What follows belongs to an exercise in optimizing a design on an open flow for small area and a short achievable clock period; a production flow would make more cautious choices. At most, simulation tests tie the RTL to the original design; equivalence was not proved. The RTL of run 1 was laid out without a check of its function. Power is estimated from default activity; no workload was simulated.

==> flow/design.v (outline; a module is shown in full before it is edited, if it fits) <==
// module rdy_gate: 3 lines
// module perceptron_ctrl: 31 lines
// module perceptron_dp: 1110 lines
// module booth_enc: 5 lines
// module invm: 3 lines
// module oai22m: 3 lines
// module nor2m: 3 lines
// module or2m: 3 lines
// module xor2m: 3 lines
// module xnor2m: 3 lines
// module fa: 4 lines
// module ha: 4 lines
// module perceptron_top: 44 lines
module perceptron_top #(
    parameter WIDTH = 16
  ) (
    input clk,
    input reset,
    input      val_i,
    output     rdy_o,
    output     val_o,
    input      rdy_i,
    input  [1:0] W1W0b_en_i,
    input        b_i,
    input        W0_i,
    input        W1_i,
    input signed [WIDTH-1:0] X0_i,
    input signed [WIDTH-1:0] X1_i,
    output     Y_o
);
  // ...
==> flow/flow/run.sh <==
#!/bin/bash
# The standard layout (standard.sh, unchanged synthesis and steps), with
# the port buffers made of a plain buffer cell instead of the delay buffer
# that buffer_ports picks by default.  ORFS keeps each step's log under
# orfs/logs/; make's own output goes to make.log here.
set -euo pipefail
bash standard.sh BUFFER_PORTS_ARGS="-buffer_cell sky130_fd_sc_hd__buf_2" finish > make.log 2>&1
==> flow/standard.sh <==
#!/bin/bash
# synth_recipe.tcl (not shown) runs the flow's synth.tcl, then flattens the netlist and writes it again
# the make line also repeats each setting of config.mk as NAME=value (left out here)
make -C /OpenROAD-flow-scripts/flow DESIGN_CONFIG=/design/flow/config.mk WORK_HOME=/design/flow/orfs CLKGATE_MAP_FILE= SYNTH_SCRIPT=/design/flow/synth_recipe.tcl "${@:-finish}"
==> flow/config.mk <==
export PLATFORM = sky130hd
export DESIGN_NAME = perceptron_top
export DESIGN_NICKNAME = perceptron_top
export VERILOG_FILES = /design/flow/design.v
export SDC_FILE = /design/flow/constraint.sdc
export NUM_CORES = 4
export LEC_CHECK = 0
export CAP_MARGIN = 20
export CORE_MARGIN = 2
export CORE_UTILIZATION = 40
export SETUP_SLACK_MARGIN = 3.5
export SLEW_MARGIN = 20
export SYNTH_HIERARCHICAL = 1
export SYNTH_MINIMUM_KEEP_SIZE = 0
==> flow/constraint.sdc <==
create_clock -name core_clock -period 9.0 [get_ports {clk}]
set_input_delay 1.8000 -clock core_clock [delete_from_list [all_inputs] [get_ports {clk}]]
set_output_delay 1.8000 -clock core_clock [all_outputs]
set_load 0.01 [all_outputs]
==> results.txt, run 1 <==
- Yosys mapped a number of flops with a built-in enable equal to 85.
* Minimum setup slack in the final design: 4390 ps
- The floorplan step defined a die boundary enclosing between 0.03 and 0.04 mm2.
* Largest net degree at the start of global routing: 53
* Most used flip-flop cell after synthesis: edfxtp_1
* Number of cells upsized or downsized after cts: 0
- The total overflow left after global routing is 0.
- Total CTS buffers: 17
- Y dimension of the die: about 200 um
- Cells fill 44.1% of the core in the end.
- Commonest non-fill, non-tap cell in the layout: xnor2_1
- Combined area of the multi-input logic cells: about 0.011 mm2
* Reg-to-Reg Start: dp.neg0[3]
- Proportion of total power due to net switching: between 30% and 40%
* Share of the final layout cell area in multi-input gates: 66.0%
- Number of buffers inserted by port buffering: 43
* Number of nets still failing antenna checks after routing: 0
* Cell variety after synth: 41
- Static timing analysis puts the maximum clock frequency at 0.217 GHz.
- For met3 alone, demand over resource in global routing was 5.42%.
* Clock latency of the later-clocked register in the worst-skew pair: 440 ps
- At the worst endpoint, the arrival time is 4770 ps.
- Cell type with the largest total area after synthesis: fa_1
* Routed WL per cell: roughly 22 um
- The worst register-to-register path has a setup slack of around 4400 ps.
* Crit-path max FO: 9
- Among cell families on the critical path, the largest total delay comes from adder cells.
- Clock buffer instance count of the final layout: 20
- Run status: finished clean
==> run 2: changes to the inputs <==
--- a/flow/design.v
+++ b/flow/design.v
@@ -47,21 +47,25 @@
 );
 reg [15:0] w0, w1, b;
 wire sh_w1 = ~reset & (W1W0b_en_i == 2'b11);
 wire sh_w0 = ~reset & (W1W0b_en_i == 2'b10);
 wire sh_b  = ~reset & (W1W0b_en_i == 2'b01);
 wire ho_w1 = ~reset & ~(W1W0b_en_i == 2'b11);
 wire ho_w0 = ~reset & ~(W1W0b_en_i == 2'b10);
 wire ho_b  = ~reset & ~(W1W0b_en_i == 2'b01);
+wire [15:0] w1_d, w0_d, b_d;
+ao22m u_w1d [15:0] (.a({w1[14:0], W1_i}), .b(sh_w1), .c(w1), .d(ho_w1), .y(w1_d));
+ao22m u_w0d [15:0] (.a({w0[14:0], W0_i}), .b(sh_w0), .c(w0), .d(ho_w0), .y(w0_d));
+ao22m u_bd  [15:0] (.a({b[14:0],  b_i}),  .b(sh_b),  .c(b),  .d(ho_b),  .y(b_d));
 always @ (posedge clk)
 begin
-  w1 <= ({w1[14:0], W1_i} & {16{sh_w1}}) | (w1 & {16{ho_w1}});
-  w0 <= ({w0[14:0], W0_i} & {16{sh_w0}}) | (w0 & {16{ho_w0}});
-  b  <= ({b[14:0],  b_i}  & {16{sh_b}})  | (b  & {16{ho_b}});
+  w1 <= w1_d;
+  w0 <= w0_d;
+  b  <= b_d;
 end
 wire [15:0] wn0a, wn0b, wn1a, wn1b;
 invm u_wn0a [15:0] (.a(w0), .y(wn0a));
 invm u_wn0b [15:0] (.a(w0), .y(wn0b));
 invm u_wn1a [15:0] (.a(w1), .y(wn1a));
 invm u_wn1b [15:0] (.a(w1), .y(wn1b));
 wire [7:0] neg0_d, one0_d, two0_d, neg1_d, one1_d, two1_d;
 genvar gi;
@@ -1142,16 +1146,19 @@
 assign G1202 = G1189 | (P1190 & G1201);
 assign Y_o = ~(1'b1 ^ G1202);
 endmodule
 module booth_enc (input xh, input xm, input xl, output neg, output one, output two);
   assign neg = xh;
   assign one = xm ^ xl;
   assign two = (xh ^ xm) & ~(xm ^ xl);
 endmodule
+module ao22m (input a, input b, input c, input d, output y);
+  assign y = (a & b) | (c & d);
+endmodule
 module invm (input a, output y);
   assign y = ~a;
 endmodule
 module oai22m (input a, input b, input c, input d, output y);
   assign y = ~((a | b) & (c | d));
 endmodule
 module nor2m (input a, input b, output y);
   assign y = ~(a | b);
==> results.txt, run 2 <==
- Top post-synthesis cells by count: xnor2_1, o22ai_1, fa_1 (unchanged)
- The part of the cycle the worst path needs is 50.7% (was 51.2%).
- The finished layout cell area came to 0.0165 mm2 (was 0.0166 mm2).
* First-iteration detailed-routing DRC count: 1263 (was 1250)
* Final Power: 3.16 mW (was 3.15 mW)
- Final wirelength: 43500 um (was 43900 um)
* Register with the highest flop count: dp.cs (unchanged)
- The number of nets in the finished design is 1699 (was 1791).
- Max FFs per register: 37 (unchanged)
- Number of cell instances on the worst register-to-register path: 9 (unchanged)
- The clock tree root driver cell is clkbuf_16 (unchanged).
- Total power divided by cell area: 192 mW/mm2 (was 189 mW/mm2)
* Yosys synthesis warning count: 8 (unchanged)
- Count of inserted antenna diode cells: 0 (unchanged)
- Combined area of the multi-input logic cells: 0.0108 mm2 (was 0.0110 mm2)
- The clock-pin slew on the worst setup and hold paths came to 60 ps (about the same).
* Post-layout instance count excluding filler cells: 1919 (was 2011)
- The arrival time of the worst setup path was 4740 ps (was 4770 ps).
- Number of hold violations in the final report: 0 (unchanged)
- The element type at the critical path end was a register (unchanged).
* RSZ-0062 raised after global routing: no (unchanged)
* Mean Syn Cell Area: 11.3 um2 (was 10.5 um2)
* Synthesis-to-layout area growth: 9.41% (was 8.70%)
- The CTS buffer count came to 17 (unchanged).
- The number of synthesized flops with an enable pin came to 85 (unchanged).
* Total congestion overflow after global routing: 0 (unchanged)
* Via density per instance: 5.69 (was 5.58)
- The critical path startpoint is dp.neg0[5] (was dp.neg0[3]).
- Setup-violating endpoint count in the final report: 0 (unchanged)
- Routed WL per cell: 22.7 um (was 21.8 um)
* Worst slew pin tran: 714 ps (was 1020 ps)
- The overall track demand over capacity in global routing was 23.1% (was 22.8%).
- The H-tree depth reported by CTS is 4 (unchanged).
- The share of the synthesized area in the top cell type came to 31.9% (was 31.4%).
* Cell type with the largest total area after synthesis: fa_1 (unchanged)
* Relative max-transition margin: 52.4% (was 31.8%)
- The data required time of the worst path was 9180 ps (was 9170 ps).
- Reg-to-Reg Start: dp.neg0[5] (was dp.neg0[3])
* Highest Clock Rate: 0.219 GHz (was 0.217 GHz)
* Most used cells in the layout excluding fill and tap cells: xnor2_1, o22ai_1, fa_1 (unchanged)
- The insertion delay to the later sink of the worst-skew pair is 440 ps (about the same).
- The fraction of final layout cells with drive strength greater than 1 is 7.46% (was 6.87%).
- The count of pins on the block boundary came to 44 (unchanged).
- The pin count of the biggest net entering global routing came to 50 (was 53).
- Number of antenna violations at the first check in global routing: 0 (unchanged)
- Shortest clock period the worst path allows after layout: 4560 ps (was 4610 ps)
* Y dimension of the die: 198 um (was 200 um)
- The async set-or-reset flop fraction in the synthesized netlist is 0% (unchanged).
* TritonCTS clock tree: done (unchanged)
- Global-route wire length before repair: 67400 um (was 66700 um)
- The share of synthesized area occupied by flip-flops and latches is 23.6% (was 23.2%).
* Area of the die: 0.0392 mm2 (was 0.0398 mm2)
- Maximum ir drop on the vdd rail: 0.108 mV (was 0.129 mV)
- The number of buffers inserted by post-CTS setup repair came to 0 (unchanged).
- The most frequently used flop master after synthesis is edfxtp_1 (unchanged).
* Number of filler cells placed in the layout: 3495 (was 3640)
* Leakage power: 5.69 nW (was 5.63 nW)
- Worst reg-to-reg setup slack: 4440 ps (was 4390 ps)
* Dpl hpwl: 35400 um (was 36100 um)
- The sink count of the clock tree is 135 (unchanged).
* Run status: finished clean (unchanged)
- The count of hold-fix buffers inserted at cts was 0 (unchanged).
- Commonest non-fill, non-tap cell in the layout: xnor2_1 (unchanged)
- Initial standard-cell utilization of the core: 40.2% (was 40.6%)
- Synthesized cell area: 0.0151 mm2 (was 0.0153 mm2)
* Top post-synthesis cells by area: fa_1, edfxtp_1, xnor2_1, o22ai_1, dfxtp_1 (unchanged)
- The via count of the routed design came to 10916 (was 11231).
* Total area of sequential cells: 0.00355 mm2 (unchanged)
- Post-Place Cells: 1887 (was 1979)
- The last weighted congestion value of the routability-driven placer came to 0.980 (was 0.946).
- Area of the placeable core: 0.0374 mm2 (was 0.0377 mm2)
- The post-route DRC violation count came to 0 (unchanged).
- Crit path to: dp.cs[14] (was dp.cs[22])
- Setup Total Neg Slack: 0 ps (unchanged)
- Max capacitance violation total: 0 (unchanged)
* Die outline width: 198 um (was 200 um)
- The number of distinct library cell variants in the gate-level netlist after synthesis is 42 (was 41).
- The post-cts resize count came to 0 (unchanged).
* Final Slew Violations: 0 (unchanged)
- The total cell area at the placement stage was 0.0159 mm2 (was 0.0160 mm2).
* Vias in the first global route: 11113 (was 11025)
- Register bit count reported by yosys: 135 (unchanged)
* Cell with the most instances after synthesis: xnor2_1 (unchanged)
- Buffer depth of the longest clock path: 2 (unchanged)
- The row count was 71 (unchanged).
- Startpoint types: register (unchanged)
- Worst hold margin: 480 ps (was 470 ps)
* Critical path start-end classification: reg -> reg (unchanged)
- Classification of the worst-slack hold path: reg -> reg (unchanged)
- The destination of the worst register-to-register timing path is dp.cs[14] (was dp.cs[22]).
- The number of buffers inserted by port buffering was 43 (unchanged).
- Syn Inst Count: 1337 (was 1451)
- Pre-antenna DRT Iters: 5 (was 6)
* Skew final: 11.6 ps (was 12.5 ps)
- The count of nets left with antenna violations after detail routing is 0 (unchanged).
- Crit-path max FO: 9 (unchanged)
## run 2: cell count changes after synthesis, moves of 2 or more
cell,before,now
nand2_1,100,3
clkbuf_1,16,0
nand2b_1,18,16
a211o_1,0,2
nor2b_1,2,0
a221oi_1,0,2
o22ai_1,263,260
a22o_1,0,48
o31ai_1,1,3
a21oi_1,56,10
nor3_1,4,7
## run 2: how the worst min path moves through the flow
stage / from / depth (start not counted) / end / slack [ps]
after floorplan: dp.b[15] / 1 / dp.b[15] / 440
after global placement: dp.b[15] / 1 / dp.b[15] / 460
after detailed placement: dp.b[15] / 1 / dp.b[15] / 470
after CTS: dp.b[15] / 1 / dp.b[15] / 480
after global routing: dp.b[15] / 1 / dp.b[15] / 490
final: dp.b[15] / 1 / dp.b[15] / 480
## run 2: stage by stage
step,util [%],setup WS (ps)
5_1_grt,44.0,4300
4_1_cts,44.0,4480
6_report,44.0,4440
3_3_place_gp,42.5,4500
3_5_place_dp,42.5,4490
2_1_floorplan,-,3510
## run 2: per-module statistics from Yosys (local to each module, per instance), excerpt
module / cells inside / cell area (um2) / flip-flops and latches
rdy_gate: 2 / 18.8 / 0
perceptron_dp: 212 / 3990 / 133
oai22m: 1 / 6.26 / 0
fa: 1 / 20.0 / 0
ha: 1 / 12.5 / 0
ao22m: 1 / 8.76 / 0
## run 2: where the power goes
group          internal (mW)  total (mW)  switching [mW]  leakage (nW)
Combinational          0.676        1.48           0.801          4.17
Sequential             0.890       0.945          0.0553          1.23
Clock                  0.449       0.734           0.285         0.287
Total                   2.01        3.16            1.14          5.69
## run 2: cell type report
cell class                      count  share of cell area, %
Timing Repair Buffer               50                   1.63
Inverter                          166                   3.78
Multi-Input combinational cell   1025                   65.5
Clock buffer                       23                   2.84
Tap cell                          511                   3.88
Sequential cell                   135                   21.6
Clock inverter                      9                  0.760
## run 2: layer usage
layer | wire length (um) | part of all wire, % | up-vias | track usage, %
met5 | 0 | 0 | - | 0
met4 | 1030 | 2.4 | 0 | 7.38
met3 | 3790 | 8.7 | 67 | 4.02
met2 | 19500 | 45 | 549 | 36.2
met1 | 19200 | 44 | 5451 | 32.6
li1 | - | - | 4849 | -
## run 2: worst max-delay path: stages, from the launching register on
cell and delay (ps):
edfxtp_1 510, inv_1 440, xnor2_1 240, fa_1 470
fa_1 440, fa_1 440, fa_1 460, fa_1 470
fa_1 400, fa_1 430
## run 2: logic make-up (layout without fill, tap and decap cells)
family / Yosys count / after routing / synth area share, %
compound gates: 368 / 368 / 16.8
xor+xnor: 297 / 297 / 17.3
fa+ha+maj: 268 / 268 / 34.2
buf+inv: 182 / 248 / 4.94
flops: 135 / 135 / 23.6
simple gates: 85 / 85 / 3.13
other cells: 1 / 6 / 0.0249
mux: 1 / 1 / 0.0665
==> run 3: changes to the inputs <==
==> flow/flow/run.sh (replaced) <==
#!/bin/bash
# The standard layout (standard.sh: unchanged synthesis and steps), with
#  - the port buffers made of a plain buffer cell instead of the delay buffer
#    that buffer_ports picks by default, and
#  - setup repair limited to resizing gates and swapping pins (no buffer
#    insertion or gate cloning).
# ORFS keeps each step's full log under orfs/logs/; make's own output goes to
# make.log here.
set -euo pipefail
bash standard.sh BUFFER_PORTS_ARGS="-buffer_cell sky130_fd_sc_hd__buf_1" \
  SETUP_MOVE_SEQUENCE="unbuffer,sizeup,swap" finish > make.log 2>&1
--- a/flow/config.mk
+++ b/flow/config.mk
@@ -7,8 +7,9 @@
 export LEC_CHECK = 0
 export CAP_MARGIN = 20
 export CORE_MARGIN = 2
-export CORE_UTILIZATION = 40
-export SETUP_SLACK_MARGIN = 3.5
+export CORE_UTILIZATION = 55
+export CTS_BUF_LIST = sky130_fd_sc_hd__clkbuf_8
+export SETUP_SLACK_MARGIN = 4.6
 export SLEW_MARGIN = 20
 export SYNTH_HIERARCHICAL = 1
 export SYNTH_MINIMUM_KEEP_SIZE = 0
==> results.txt, run 3 <==
* Combinational Power Share: 50.3% (was 46.8%)
- Initial standard-cell utilization of the core: 56.0% (was 40.2%)
* Sw Pwr: 1.20 mW (was 1.14 mW)
- Commonest non-fill, non-tap cell in the layout: o22ai_1 (was xnor2_1)
- The maximum buffer depth of the clock tree is 2 (unchanged).
- The cell-internal power was 1.82 mW (was 2.01 mW).
- The largest area contributor in the netlist was fa_1 (unchanged).
- The data required time of the worst path was 9210 ps (was 9180 ps).
* Cell variety after synth: 42 (unchanged)
- The post-synthesis average cell area came to 11.3 um2 (unchanged).
- Synthesis-to-layout area growth: 7.61% (was 9.41%)
- The via count of the routed design is 10782 (was 10916).
- The global-route wire length before repair is 64300 um (was 67400 um).
- Fraction of final layout cells with drive strength greater than 1: 8.03% (was 7.46%)
* Most used cells in the layout excluding fill and tap cells: o22ai_1, xnor2_1, fa_1 (was xnor2_1, o22ai_1, fa_1)
* Final critical-path share of the clock period: 48.6% (was 50.7%)
* Count of inserted antenna diode cells: 0 (unchanged)
- The number of buffers inserted by port buffering came to 43 (unchanged).
* Total congestion overflow after global routing: 0 (unchanged)
* Area of the placeable core: 0.0269 mm2 (was 0.0374 mm2)
- The overall die area was 0.0287 mm2 (was 0.0392 mm2).
- The H-tree depth reported by CTS is 4 (unchanged).
- Number of cell instances on the worst register-to-register path: 9 (unchanged)
- The count of pins on the block boundary was 44 (unchanged).
* Buffer count from post-CTS setup fixing: 0 (unchanged)
* Synthesized cell area: 0.0151 mm2 (unchanged)
* Vias in the first global route: 10664 (was 11113)
* Y dimension of the die: 169 um (was 198 um)
- The mean number of vias per cell was 6.17 (was 5.69).
- Run status: finished clean (unchanged).
- Share of power burned in the clock network: 18.3% (was 23.3%)
- Top post-synthesis cells by area: fa_1, edfxtp_1, xnor2_1, o22ai_1, dfxtp_1 (unchanged).
- Fraction of synthesized cell area taken by the top area cell type: 31.9% (unchanged)
* GRT Util Overall: 30.3% (was 23.1%)
* Final nets: 1698 (was 1699)
* Dpl hpwl: 34700 um (was 35400 um)
- Max capacitance violation total: 0 (unchanged)
- Drt drc: 0 (unchanged)
- Number of sinks handled by clock tree synthesis: 135 (unchanged)
- The insertion delay to the later sink of the worst-skew pair is 460 ps (was 440 ps).
- The arrival time of the worst setup path was 4590 ps (was 4740 ps).
* Routed WL per cell: 24.1 um (was 22.7 um)
* Register with the highest flop count: dp.cs (unchanged)
- Total power divided by cell area: 187 mW/mm2 (was 192 mW/mm2)
- The worst clock skew came to 20.9 ps (was 11.6 ps).
* Number of enable-type register cells in the synthesized netlist: 85 (unchanged)
- Setup Total Neg Slack: 0 ps (unchanged)
- TritonCTS clock tree: done (unchanged)
- RSZ-0062 raised after global routing: yes (was no).
* Relative max-transition margin: 33.3% (was 52.4%)
- Top post-synthesis cells by count: xnor2_1, o22ai_1, fa_1 (unchanged)
- The flip-flop and latch count after synthesis came to 135 (unchanged).
- Sequential area share after synthesis: 23.6% (unchanged)
* Number of antenna violations at the first check in global routing: 1 (was 0)
* First-iteration detailed-routing DRC count: 1213 (was 1263)
- The number of stages on the worst hold path was 1 (unchanged).
* Total CTS buffers: 17 (unchanged)
- The reported leakage power came to 5.51 nW (was 5.69 nW).
- Share of synthesized registers carrying an async set or reset: 0% (unchanged)
- Most used flip-flop cell after synthesis: edfxtp_1 (unchanged)
* Worst slew pin tran: 997 ps (was 714 ps)
- The clock tree root driver cell is clkbuf_8 (was clkbuf_16).
- The row count is 60 (was 71).
- Setup-violating endpoint count in the final report: 0 (unchanged)
* Largest net degree at the start of global routing: 50 (unchanged)
- Share of power burned in registers: 31.4% (was 29.9%)
- Final Slew Violations: 0 (unchanged)
- The kind of launch point of the worst setup path is a register (unchanged).
- The clock-pin slew on the worst setup and hold paths was 100 ps (was 60 ps).
* Worst setup EP type: register (unchanged)
* Shortest clock period the worst path allows after layout: 4380 ps (was 4560 ps)
- The detailed-router iteration count before antenna repair came to 5 (unchanged).
- The largest voltage drop on the vdd net is 0.0987 mV (was 0.108 mV).
- Highest Clock Rate: 0.228 GHz (was 0.219 GHz)
* Final wirelength: 42200 um (was 43500 um)
- The path class of the lowest-slack min-delay path is reg -> reg (unchanged).
- Final Power: 3.02 mW (was 3.16 mW)
- Routability congestion estimate from global placement: 0.994 (was 0.980)
- Max FFs per register: 37 (unchanged)
* Syn Inst Count: 1337 (unchanged)
* Number of hold violations in the final report: 0 (unchanged)
* Yosys synthesis warning count: 8 (unchanged)
- The critical path class is reg -> reg (unchanged).
* Cell with the most instances after synthesis: xnor2_1 (unchanged)
- Number of nets still failing antenna checks after routing: 0 (unchanged)
- Proportion of total power due to net switching: 39.7% (was 36.2%)
* Die outline width: 169 um (was 198 um)
- Crit-path max FO: 8 (was 9)
-- run 3: cell counts after synthesis --
Identical to the previous run, type by type.
-- run 3: worst paths after layout --
check | start | endpoint | slack (ps)
max | dp.neg0[0] | dp.cs[18] | 4620
min | dp.b[15] | dp.b[15] | 500
max reg2reg | dp.neg0[0] | dp.cs[18] | 4620
min reg2reg | dp.b[15] | dp.b[15] | 500
-- run 3: power groups by stage --
stage                     logic (mW)  registers [mW]  clock network, mW
after detailed placement        1.50           0.961                  0
after CTS                       1.52           0.947              0.564
after floorplan                 1.08           0.938                  0
after global routing            1.74           0.958              0.589
after global placement          1.46           0.959                  0
final                           1.52           0.949              0.554
-- run 3: modules after synthesis (local to each module, per instance), a selection --
module,flip-flops and latches,cells
xnor2m,0,1
ha,0,1
oai22m,0,1
fa,0,1
booth_enc,0,5
nor2m,0,1
or2m,0,1
rdy_gate,0,2
perceptron_ctrl,2,8
-- run 3: metrics by stage --
stage               setup slack [ps]  cell area [um2]  cells  util, %  hold WS [ps]
floorplan                       4890            15100   1342        -           442
detailed placement              4520            15600   1716     58.1           461
finish                          4620            16200   1748     60.3           499
global route                    4530            16200   1748     60.3           527
CTS                             4590            16100   1748     59.9           492
global placement                4530            15600   1716     58.1           470
-- run 3: routing by layer --
layer  up-vias  routed length [um]  track usage (%)
met4         0                 822             6.50
met3        51                4280             5.50
met2       560               17800             43.9
met5         -                   0                0
li1       4839                   -                -
met1      5332               19300             47.6
-- run 3: area by class of cell --
cell class              count  area [um2]
well taps                 341         427
clock inverters            15         183
fillers                  2295       10700
multi-input cells        1025       11000
flip-flops and latches    135        3550
repair buffers             49         208
clock buffers              17         234
inverters                 166         638
-- run 3: logic make-up (layout without fill, tap and decap cells) --
family	after synthesis	in the layout	share of synthesized area (%)
muxes	1	1	0.0665
xor gates and xnor gates	297	297	17.3
AOI/OAI and AO/OA	368	368	16.8
DFF	135	135	23.6
adders and majority gates	268	268	34.2
and+or+nand+nor	85	85	3.13
other	1	6	0.0249
buffers and inverters	182	247	4.94
-- run 3: worst max-delay path, cell delays in order (launching register included) --
cell      delay, ps
edfxtp_1        470
inv_1           390
xnor2_1         160
fa_1            520
fa_1            510
fa_2            390
fa_1            380
fa_1            470
fa_1            400
fa_1            430
-- run 3: timing repair --
item	in CTS	in global routing
setup endpoints to repair	5	11
pin swaps	8	13
hold buffers	0	0
cloned	0	0
resized for setup	21	27
==> run 4: changes to the inputs <==
--- a/flow/flow/run.sh
+++ b/flow/flow/run.sh
@@ -7,5 +7,5 @@
 # ORFS keeps each step's full log under orfs/logs/; make's own output goes to
 # make.log here.
 set -euo pipefail
-bash standard.sh BUFFER_PORTS_ARGS="-buffer_cell sky130_fd_sc_hd__buf_1" \
+bash standard.sh BUFFER_PORTS_ARGS="-buffer_cell sky130_fd_sc_hd__buf_2" \
   SETUP_MOVE_SEQUENCE="unbuffer,sizeup,swap" finish > make.log 2>&1
--- a/flow/config.mk
+++ b/flow/config.mk
@@ -7,8 +7,7 @@
 export LEC_CHECK = 0
 export CAP_MARGIN = 20
 export CORE_MARGIN = 2
-export CORE_UTILIZATION = 55
-export CTS_BUF_LIST = sky130_fd_sc_hd__clkbuf_8
+export CORE_UTILIZATION = 40
 export SETUP_SLACK_MARGIN = 4.6
 export SLEW_MARGIN = 20
 export SYNTH_HIERARCHICAL = 1
==> results.txt, run 4 <==
- The setup slack of the most critical reg-to-reg path was 4590 ps (was 4620 ps).
- Vias in the first global route: 11290 (was 10664)
* Drt drc: 0 (unchanged)
- Setup-violating endpoint count in the final report: 0 (unchanged)
* Sequential area share after synthesis: 23.6% (unchanged)
* Setup Total Neg Slack: 0 ps (unchanged)
- The count of nets left with antenna violations after detail routing came to 0 (unchanged).
* Routability congestion estimate from global placement: 1.00 (was 0.994)
- Count of inserted antenna diode cells: 0 (unchanged)
- The number of design-rule violations left by the first detailed-router iteration came to 1492 (was 1213).
* Top post-synthesis cells by count: xnor2_1, o22ai_1, fa_1 (unchanged)
- The number of buffers inserted by port buffering came to 43 (unchanged).
- Run status: finished clean (unchanged)
* Register bit count reported by yosys: 135 (unchanged)
* FF-to-FF End: dp.cs[18] (unchanged)
* Number of hold violations in the final report: 0 (unchanged)
* Y dimension of the die: 198 um (was 169 um)
- Post-Place Cells: 1887 (was 1716)
- Number of antenna violations at the first check in global routing: 0 (was 1)
- The top achievable clock speed was 0.227 GHz (was 0.228 GHz).
* Reg-to-Reg Start: dp.neg0[3] (was dp.neg0[0])
* Synthesized cell area: 0.0151 mm2 (unchanged)
- The via count of the routed design is 10935 (was 10782).
- Top post-synthesis cells by area: fa_1, edfxtp_1, xnor2_1, o22ai_1, dfxtp_1 (unchanged).
- Shortest clock period the worst path allows after layout: 4410 ps (was 4380 ps)
* Cell with the most instances after synthesis: xnor2_1 (unchanged)
- Max FFs per register: 37 (unchanged)
- Launch point of the critical path: dp.neg0[3] (was dp.neg0[0])
* RSZ-0062 raised after global routing: yes (unchanged)
- GRT Util Overall: 23.6% (was 30.3%)
* Number of levels the H-tree was split into: 4 (unchanged)
- The fraction of final layout cells with drive strength greater than 1 came to 11.8% (was 8.03%).
- Cell variety after synth: 42 (unchanged)
- Clock-pin transition on the worst setup and hold timing paths: 70 ps (was 100 ps)
* Initial standard-cell utilization of the core: 40.2% (was 56.0%)
- The critical path class is reg -> reg (unchanged).
- The final routed wirelength across all metal layers came to 44600 um (was 42200 um).
* Pre-CTS WS: 4460 ps (was 4520 ps)
- The detailed-router iteration count before antenna repair came to 6 (was 5).
* Largest net degree at the start of global routing: 50 (unchanged)
* Classification of the worst-slack hold path: reg -> reg (unchanged)
- The kind of launch point of the worst setup path is a register (unchanged).
- The maximum buffer depth of the clock tree was 2 (unchanged).
- Skew final: 11.7 ps (was 20.9 ps)
- The setup slack of the critical path after layout was 4590 ps (was 4620 ps).
- The final global-route overflow total is 0 (unchanged).
- The detailed placement HPWL came to 36300 um (was 34700 um).
- The share of the synthesized area in the top cell type is 31.9% (unchanged).
- The growth of design area from synthesis to finish was 11.1% (was 7.61%).
- Crit-path max FO: 8 (unchanged)
- The insertion delay to the later sink of the worst-skew pair is 430 ps (was 460 ps).
- The mean number of vias per cell came to 5.70 (was 6.17).
* I/O pin total: 44 (unchanged)
- Most used cells in the layout excluding fill and tap cells: o22ai_1, xnor2_1, fa_1 (unchanged).
* Mean Syn Cell Area: 11.3 um2 (unchanged)
- The CTS buffer count was 17 (unchanged).
- The number of synthesized flops with an enable pin was 85 (unchanged).
- CTS root buf: clkbuf_16 (was clkbuf_8)
- Critical Path RT: 9180 ps (was 9210 ps)
- Number of cell instances on the worst register-to-register path: 8 (was 9)
- The largest area contributor in the netlist is fa_1 (unchanged).
- Max capacitance violation total: 0 (unchanged)
- Row cnt: 71 (was 60)
- The part of the cycle the worst path needs was 48.9% (was 48.6%).
- Share of synthesized registers carrying an async set or reset: 0% (unchanged)
* Most used flip-flop cell after synthesis: edfxtp_1 (unchanged)
- The overall die width came to 198 um (was 169 um).
- The area of the core came to 0.0374 mm2 (was 0.0269 mm2).
* Global-route wire length before repair: 68600 um (was 64300 um)
* CP Data Arrival Time: 4590 ps (about the same)
- Maximum ir drop on the vdd rail: 0.110 mV (was 0.0987 mV)
- Worst setup EP type: register (unchanged)
- The total power per unit cell area is 196 mW/mm2 (was 187 mW/mm2).
- The register with the most flip-flops is dp.cs (unchanged).
- The gate count after technology mapping was 1337 (unchanged).
- The most common library cell in the layout ignoring fill and taps was o22ai_1 (unchanged).
* Routed WL per cell: 23.2 um (was 24.1 um)
- Worst slew pin tran: 708 ps (was 997 ps)
* Final nets: 1699 (was 1698)
- Relative max-transition margin: 52.8% (was 33.3%)
* Leakage power: 5.70 nW (was 5.51 nW)
- Yosys synthesis warning count: 8 (unchanged)
- The TritonCTS clock tree was done (unchanged).
- Final Slew Violations: 0 (unchanged)
* Area of the die: 0.0392 mm2 (was 0.0287 mm2)
- Post-layout instance count excluding filler cells: 1919 (was 1748)
* Buffer count from post-CTS setup fixing: 0 (unchanged)
- Crit path to: dp.cs[18] (unchanged)
- Number of sinks handled by clock tree synthesis: 135 (unchanged)
-- run 4: worst max-delay path, stage by stage, from the launching register on --
cell        delay (ps)
edfxtp_1           540
clkinvlp_4         380
xnor2_1            250
fa_2               610
fa_1               450
fa_1               530
fa_1               430
fa_1               520
fa_2               430
-- run 4: worst min-delay path by stage --
stage	start	to	slack, ps	cells after the start
after floorplan	dp.b[15]	dp.b[15]	440	1
after global placement	dp.b[15]	dp.b[15]	470	1
after detailed placement	dp.b[15]	dp.b[15]	460	1
after CTS	dp.b[15]	dp.b[15]	480	1
after global routing	dp.b[15]	dp.b[15]	530	1
final	dp.b[15]	dp.b[15]	480	1
-- run 4: layer usage --
| layer | vias up | GRT usage [%] | share of wire, % |
|---|---|---|---|
| met5 | - | 0 | 0 |
| met4 | 0 | 7.69 | 2.7 |
| met3 | 80 | 5.23 | 9.6 |
| met2 | 538 | 36.4 | 45 |
| met1 | 5478 | 33.1 | 43 |
| li1 | 4839 | - | - |
-- run 4: area by class of cell --
cell class | instances | area, um2
inverter | 166 | 646
clock buffer | 18 | 429
fill | 3499 | 20700
sequential | 135 | 3550
timing repair buffer | 50 | 268
tap | 511 | 639
clock inverter | 14 | 173
multi-input combinational | 1025 | 11000
-- run 4: per-stage QoR --
step | hold WS [ps] | instance area (um2) | power, mW | utilization [%]
2_1_floorplan | 442 | 15100 | 2.01 | -
4_1_cts | 485 | 16600 | 3.27 | 44.3
6_report | 484 | 16700 | 3.28 | 44.7
3_5_place_dp | 461 | 15900 | 2.49 | 42.5
3_3_place_gp | 467 | 15900 | 2.43 | 42.5
5_1_grt | 531 | 16700 | 3.59 | 44.7
-- run 4: cell families (layout without fill, tap and decap cells) --
family                     count (synthesis)  in the layout  share of synthesized area (%)
other                                      1              6                         0.0249
and+or+nand+nor                           85             85                           3.13
xor gates and xnor gates                 297            297                           17.3
buffers and inverters                    182            248                           4.94
AOI/OAI and AO/OA                        368            368                           16.8
adders and majority gates                268            268                           34.2
muxes                                      1              1                         0.0665
DFF                                      135            135                           23.6
-- run 4: Yosys stat by module, one instance, submodules excluded, a selection --
module	flops+latches	copies in the design	cells	cell area [um2]
xnor2m	0	265	1	8.76
or2m	0	9	1	6.26
ha	0	23	1	12.5
fa	0	240	1	20.0
rdy_gate	0	2	2	18.8
invm	0	160	1	3.75
perceptron_ctrl	2	1	8	109
perceptron_dp	133	1	212	3990
oai22m	0	256	1	6.26
booth_enc	0	16	5	38.8
ao22m	0	48	1	8.76
nor2m	0	16	1	3.75
xor2m	0	16	1	8.76
-- run 4: power by group --
group / internal, mW / switching [mW]
Combinational: 0.735 / 0.847
Clock: 0.439 / 0.315
Sequential: 0.890 / 0.0582
Total: 2.06 / 1.22
-- run 4: repair_timing --
action,4_1_cts,5_1_grt
gates resized for setup,26,34
endpoints found under the setup margin,8,13
hold buffers,0,0
pin swaps,11,19

## re-timing with driven ports
The results above use ideal ports. As a check the final layouts listed here were re-extracted and re-timed, cells and wires unchanged.
Step 1: set_driving_cell puts a clkbuf_16 on clk and a buf_2 on each other input, an assumption about the parent block.
Step 2 times the ports against the registers' clock, not the clock port: input delays grow and output delays shrink by t, the midpoint of the rising clock arrivals with the driver on.
Three values: ideal ports, drivers, drivers and shift; two values: the first two.
| run | t, ns | setup WS [ns] | clock arrival spread, ns | worst slew at a driven data input, ns |
|---|---|---|---|---|
| run 1 | 0.478 | 4.394 / 4.393 / 4.393 | 0.013 / 0.013 | 0.04 |
| run 2 | 0.478 | 4.436 / 4.436 / 4.436 | 0.013 / 0.013 | 0.04 |
| run 3 | 0.497 | 4.623 / 4.623 / 4.623 | 0.021 / 0.022 | 0.04 |
| run 4 | 0.474 | 4.595 / 4.595 / 4.595 | 0.012 / 0.012 | 0.04 |
After both steps every run listed still meets setup and hold. For run 1, which loses most, drivers alone change the setup slack by -0.001 ns; drivers and shift together by -0.001 ns.
